From an optimization exercise on the open Yosys and OpenROAD flow, aimed at small area and a short achievable clock period; shortcuts taken in it are not production practice. The RTL was checked by simulation tests, not by an equivalence proof against the original design. Power and IR drop assume default switching activity.

[config.mk]
export PLATFORM = sky130hd
export DESIGN_NAME = gpu
export DESIGN_NICKNAME = gpu
export VERILOG_FILES = /design/flow/design.v
export SDC_FILE = /design/flow/constraint.sdc
export NUM_CORES = 4
export LEC_CHECK = 0
export CAP_MARGIN = 20
export CORE_MARGIN = 2
export CORE_UTILIZATION = 40
export SLEW_MARGIN = 20
[constraint.sdc]
create_clock -name core_clock -period 11.0 [get_ports {clk}]
set_input_delay 2.2000 -clock core_clock [delete_from_list [all_inputs] [get_ports {clk}]]
set_output_delay 2.2000 -clock core_clock [all_outputs]
set_load 0.01 [all_outputs]
[design.v]
module gpu (
    input clk,
    input rst,
    input [1:0] shape,
    input [23:0] color,
    input signed [11:0] x0,
    input signed [11:0] y0,
    input signed [11:0] x1,
    input signed [11:0] y1,
    input signed [11:0] x2,
    input signed [11:0] y2,
    input signed [11:0] cx,
    input signed [11:0] cy,
    input [11:0] radius,
    output reg [23:0] pixel,
    output reg [9:0] counterX,
    output reg [9:0] counterY,
    output terminated,
    output reg write_done
);
    reg [19:0] term_counter;
    always @(posedge clk) begin
        if (rst)
            term_counter <= 20'd10000;
        else if (write_done && term_counter > 0)
            term_counter <= term_counter - 1;
    end
    assign terminated = write_done && term_counter == 0;
    reg [9:0] writeX;
    reg [9:0] writeY;
    reg write_state;
    always @(posedge clk) begin
        if (rst) begin
            writeX <= 0;
            writeY <= 0;
            write_state <= 0;
            write_done <= 0;
        end else if (!write_done) begin
            if (write_state) begin
                if (writeX < 99) begin
                    writeX <= writeX + 1;
                end else begin
                    writeX <= 0;
                    if (writeY < 99) begin
                        writeY <= writeY + 1;
                    end else begin
                        writeY <= 0;
                        write_state <= 0;
                        write_done <= 1;
                    end
                end
            end else begin
                write_state <= 1;
            end
        end
    end
    always @(posedge clk) begin
        if (rst) begin
            counterX <= 0;
            counterY <= 0;
        end else if (write_done) begin
            if (counterX == 639) begin
                counterX <= 0;
                if (counterY == 479)
                    counterY <= 0;
                else
                    counterY <= counterY + 1;
            end else begin
                counterX <= counterX + 1;
            end
        end
    end
    wire sample = write_done ? (counterY == 479 && counterX == 540)
                             : (write_state && writeY == 99 && writeX == 0);
    wire swap   = write_done ? (counterY == 479 && counterX == 639)
                             : (write_state && writeY == 99 && writeX == 99);
    reg [1:0] s_shape, a_shape;
    reg [23:0] s_color, a_color;
    reg signed [11:0] s_x0, s_y0, s_x1, s_y1, s_x2, s_y2, s_cx, s_cy;
    reg signed [11:0] a_x0, a_y0, a_x1, a_y1, a_x2, a_y2, a_cx, a_cy;
    reg [11:0] s_radius, a_radius;
    always @(posedge clk) begin
        if (sample) begin
            s_shape <= shape;
            s_color <= color;
            s_x0 <= x0;
            s_y0 <= y0;
            s_x1 <= x1;
            s_y1 <= y1;
            s_x2 <= x2;
            s_y2 <= y2;
            s_cx <= cx;
            s_cy <= cy;
            s_radius <= radius;
        end
        if (swap) begin
            a_shape <= s_shape;
            a_color <= s_color;
            a_x0 <= s_x0;
            a_y0 <= s_y0;
            a_x1 <= s_x1;
            a_y1 <= s_y1;
            a_x2 <= s_x2;
            a_y2 <= s_y2;
            a_cx <= s_cx;
            a_cy <= s_cy;
            a_radius <= s_radius;
        end
    end
    wire signed [13:0] px = {4'b0, counterX};
    wire signed [13:0] py = {4'b0, counterY};
    wire signed [13:0] ex0 = a_x0;
    wire signed [13:0] ey0 = a_y0;
    wire signed [13:0] ex1 = a_x1;
    wire signed [13:0] ey1 = a_y1;
    wire signed [13:0] ex2 = a_x2;
    wire signed [13:0] ey2 = a_y2;
    wire signed [13:0] ecx = a_cx;
    wire signed [13:0] ecy = a_cy;
    wire inside_rect = (px >= ex0) && (px < ex1) && (py >= ey0) && (py < ey1);
    wire signed [13:0] d1x = px - ex0;
    wire signed [13:0] d1y = py - ey0;
    wire signed [13:0] d2x = px - ex1;
    wire signed [13:0] d2y = py - ey1;
    wire signed [13:0] d3x = px - ex2;
    wire signed [13:0] d3y = py - ey2;
    wire signed [13:0] k1x = ex1 - ex0;
    wire signed [13:0] k1y = ey1 - ey0;
    wire signed [13:0] k2x = ex2 - ex1;
    wire signed [13:0] k2y = ey2 - ey1;
    wire signed [13:0] k3x = ex0 - ex2;
    wire signed [13:0] k3y = ey0 - ey2;
    wire signed [28:0] edge1 = -(d1x * k1y) + (d1y * k1x);
    wire signed [28:0] edge2 = -(d2x * k2y) + (d2y * k2x);
    wire signed [28:0] edge3 = -(d3x * k3y) + (d3y * k3x);
    wire inside_triangle = (edge1 >= 0) && (edge2 >= 0) && (edge3 >= 0);
    wire signed [13:0] dcx = px - ecx;
    wire signed [13:0] dcy = py - ecy;
    wire signed [28:0] dist_sq = dcx * dcx + dcy * dcy;
    wire signed [28:0] radius_sq = $signed({1'b0, a_radius}) * $signed({1'b0, a_radius});
    wire inside_circle = dist_sq <= radius_sq;
    reg hit;
    always @(*) begin
        case (a_shape)
            2'd0: hit = inside_rect;
            2'd1: hit = inside_triangle;
            2'd2: hit = inside_circle;
            default: hit = 1'b0;
        endcase
    end
    reg [23:0] pix_r;
    always @(posedge clk) begin
        if (rst) begin
            pix_r <= 0;
            pixel <= 0;
        end else begin
            pix_r <= (write_done && hit) ? a_color : 24'd0;
            pixel <= pix_r;
        end
    end
endmodule
[run.sh]
#!/bin/bash
# synth_recipe.tcl (not shown) runs the flow's synth.tcl, then flattens the netlist and writes it again
# the make line also repeats each setting of config.mk as NAME=value (left out here)
make -C /OpenROAD-flow-scripts/flow DESIGN_CONFIG=/design/flow/config.mk WORK_HOME=/design/flow/orfs CLKGATE_MAP_FILE= SYNTH_SCRIPT=/design/flow/synth_recipe.tcl finish
==> reports/metrics.csv <==
metric,value,unit
status,"complete, no violations",
pwr_density_cell,38.4,nW/um^2
synthFlopType,edfxtp_1,
postSynthCellCount,7554,
synth_edf_count,268,
clock_skew,0.0474,ns
fin_ws,0.494,ns
finalCritPeriodShare,95.5,%
setup_viol,0,
hp-class,reg2reg,
synth.avg_cell_area,9.85,sq um
cts_tree,yes,
dp_slack,-0.279,ns
htreeDepth,2,
grt_use_total,22.1,%
final_layout_size_suffix_gt1_share,4.55,%
final_cells,10300,
min_from,s_y2[7]$_DFFE_PP_,
drtIter0Drc,3055,
syn-cell-area,74400,sq um
clkTransAtPathRegs,0.07,ns
ctsHoldBuffers,0,
cap_viol_max_count,0,
core_area,185000,sq um
place_congestion,0.932,
fmaxAchievable,0.0952,GHz
clk_latency,0.67,ns
critPathRequiredTime,11.50,ns
slew_violations,0,
rows,158,
vias,51100,
hold_end,a_y2[7]$_DFFE_PP_,
slew_headroom,28.7,%
final_area,81900,sq um
mostFrequentLayoutCell,inv_1,
r2r_slack,0.49,ns
worst_pin_slew,1.07,ns
ant_nets,0,
critPathMaxStageDelay,0.79,ns
placed_area,80100,sq um
num-nets-final,10300,
ys_ff_latch,378,
cp_common_cell,fa_1,
drc_errors,0,
ys_warn_count,1,
async_flop_share,0,%
place_inst,10200,
layout_common_cells,"1937 x inv_1, 1644 x fa_1, 685 x ha_1",
areaGrowthSynthToFinish,10.0,%
ys_types,73,
r2r_start,a_y0[2]$_DFFE_PP_,
grt_max_degree,61,
worstReg2RegEnd,pix_r[6]$_SDFF_PP0_,
grt_pass1_wl,322,mm
cp_max_fo,19,
grt_pass1_vias,56100,
whs_path_depth,0,
critPathCaptureType,register,
cp-start-kind,register,
p_leak,38.9,nW
dp_hpwl,179,mm
r2r_cells,33,
rsz0062_at_grt,no,
crit_type,reg2reg,
ys_seq_area_share,13.8,%
grt_overflow,0,
io_buffers,181,
arrival,11.01,ns
crit_slowest_cell,nor4_1,
vdd_drop_max,0.113,mV
total_power,3.14,mW
fin_crit,10.51,ns
cts_sinks,378,
initial_utilization,40.2,%
finalHoldViolations,0,
clk_path_buf_depth,3,
wl,204,mm
synth_nets,10000,
clock-root-buffer,clkbuf_16,
fp.dieW,435,um
drt-vias-per-instance,4.96,
die_area,190000,sq um
antenna_found_initial,2,
cts_buffers,46,
die_h,435,um
wire_per_inst,19.8,um
io_pins,182,
first_pass_iters,6,
## stage by stage
stage                     setup TNS [ns]  utilization [%]  hold WS, ns
final                                  0             44.2        0.390
after global routing                   0             44.2        0.413
after CTS                              0             44.1        0.386
after detailed placement           -5.13             43.3        0.405
after global placement            -11.62             43.2        0.400
after floorplan                        0                -        0.400
## critical path: cells and delay by family, from the launching register on
kind	cells	cell delay [ns]
compound gates	10	2.27
xor+xnor	1	0.39
fa+ha+maj	9	4.30
buf+inv	7	0.75
flops	1	0.60
simple gates	6	2.03
## routing by layer
metal  track usage [%]  routed length [um]  part of all wire [%]  up-vias
met3              2.45                9450                   4.6      331
li1                  -                   -                     -    23200
met4              11.4               12500                   6.1        0
met5                 0                   0                     0        -
met1              27.6               81700                    40    26300
met2              37.9              101000                    49     1262
## flip-flops by register name, summed over array words and instances, names as in the netlist, 20 cells and up
name	flops
pixel	24
s_color	24
term_counter	20
a_color	24
pix_r	24
## synth_stat cells (35+ instances only)
master | n | area (sq um)
nor2b_1 | 131 | 820
nor2_1 | 595 | 2230
a21boi_1 | 51 | 383
nand3_1 | 77 | 385
ha_1 | 685 | 8570
nand2_1 | 553 | 2080
clkbuf_1 | 174 | 653
xor2_1 | 83 | 727
o21ai_0 | 35 | 175
dfxtp_1 | 110 | 2200
a21oi_1 | 157 | 786
o21ai_1 | 98 | 490
a21o_1 | 43 | 323
and2_1 | 95 | 594
nor3_1 | 87 | 435
nand2b_1 | 129 | 807
edfxtp_1 | 268 | 8050
and3_1 | 46 | 288
inv_1 | 1938 | 7270
xnor2_1 | 174 | 1520
fa_1 | 1645 | 32900
## logic make-up after synthesis
group	synth area share [%]
and+or+nand+nor	11.8
DFF	13.8
AOI/OAI and AO/OA	4.68
xor gates and xnor gates	3.02
adders and majority gates	55.8
muxes	0.138
buffers and inverters	10.8
## timing repair
item                                    in CTS  in global routing
pin swaps                                    0                  1
endpoints found under the setup margin      24                 24
setup buffers                                0                  4
gates resized for setup                      3                 27
## how the worst max path moves through the flow
| stage | slack, ns | to | cells past startpoint | from |
|---|---|---|---|---|
| after global placement | -0.49 | pix_r[10]$_SDFF_PP0_ | 35 | counterX[0]$_SDFFE_PP0P_ |
| after floorplan | 0.67 | pix_r[0]$_SDFF_PP0_ | 42 | counterX[0]$_SDFFE_PP0P_ |
| final | 0.49 | pix_r[6]$_SDFF_PP0_ | 33 | a_y0[2]$_DFFE_PP_ |
| after CTS | 0.06 | pix_r[6]$_SDFF_PP0_ | 40 | counterX[0]$_SDFFE_PP0P_ |
| after detailed placement | -0.28 | pix_r[7]$_SDFF_PP0_ | 36 | counterX[0]$_SDFFE_PP0P_ |
| after global routing | 0.004 | pix_r[6]$_SDFF_PP0_ | 41 | counterY[0]$_SDFFE_PP0P_ |
## power breakdown
group / leakage [nW] / total [mW] / internal (mW) / switching (mW)
Sequential: 3.29 / 1.51 / 1.51 / 0.000937
Combinational: 34.9 / 0.0606 / 0.0435 / 0.0171
Clock: 0.756 / 1.57 / 0.874 / 0.691
Total: 38.9 / 3.14 / 2.43 / 0.709
## layout make-up
class,instances,area [sq um]
fill,17900,103000
multi-input combinational,5028,56300
sequential,378,10200
inverter,1966,7390
timing repair buffer,367,3240
tap,2480,3100
clock buffer,53,1200
clock inverter,32,357
antenna,3,7.51

==> afterwards: timing with drivers on the ports <==
How much do the figures lean on ideal ports? The routed layout below was timed once more, with nothing changed but the port constraints. Step 1: set_driving_cell puts a clkbuf_16 on clk and a buf_2 on each other input, an assumption about the parent block. Step 2 times the ports against the registers' clock, not the clock port: input delays grow and output delays shrink by t, the midpoint of the rising clock arrivals with the driver on. Slacks: ideal ports / drivers / drivers and shift; pairs: ideal ports / drivers.
shift t [ns]: 0.716
setup slack, ns: 0.494 / 0.494 / 0.494
latest minus earliest clock arrival (ns): 0.048 / 0.048
worst register clock-pin slew, ns: 0.08 / 0.08
After both steps this run still meets setup and hold. The setup slack of this run moves by 0.000 ns with the drivers and by 0.000 ns with both steps.
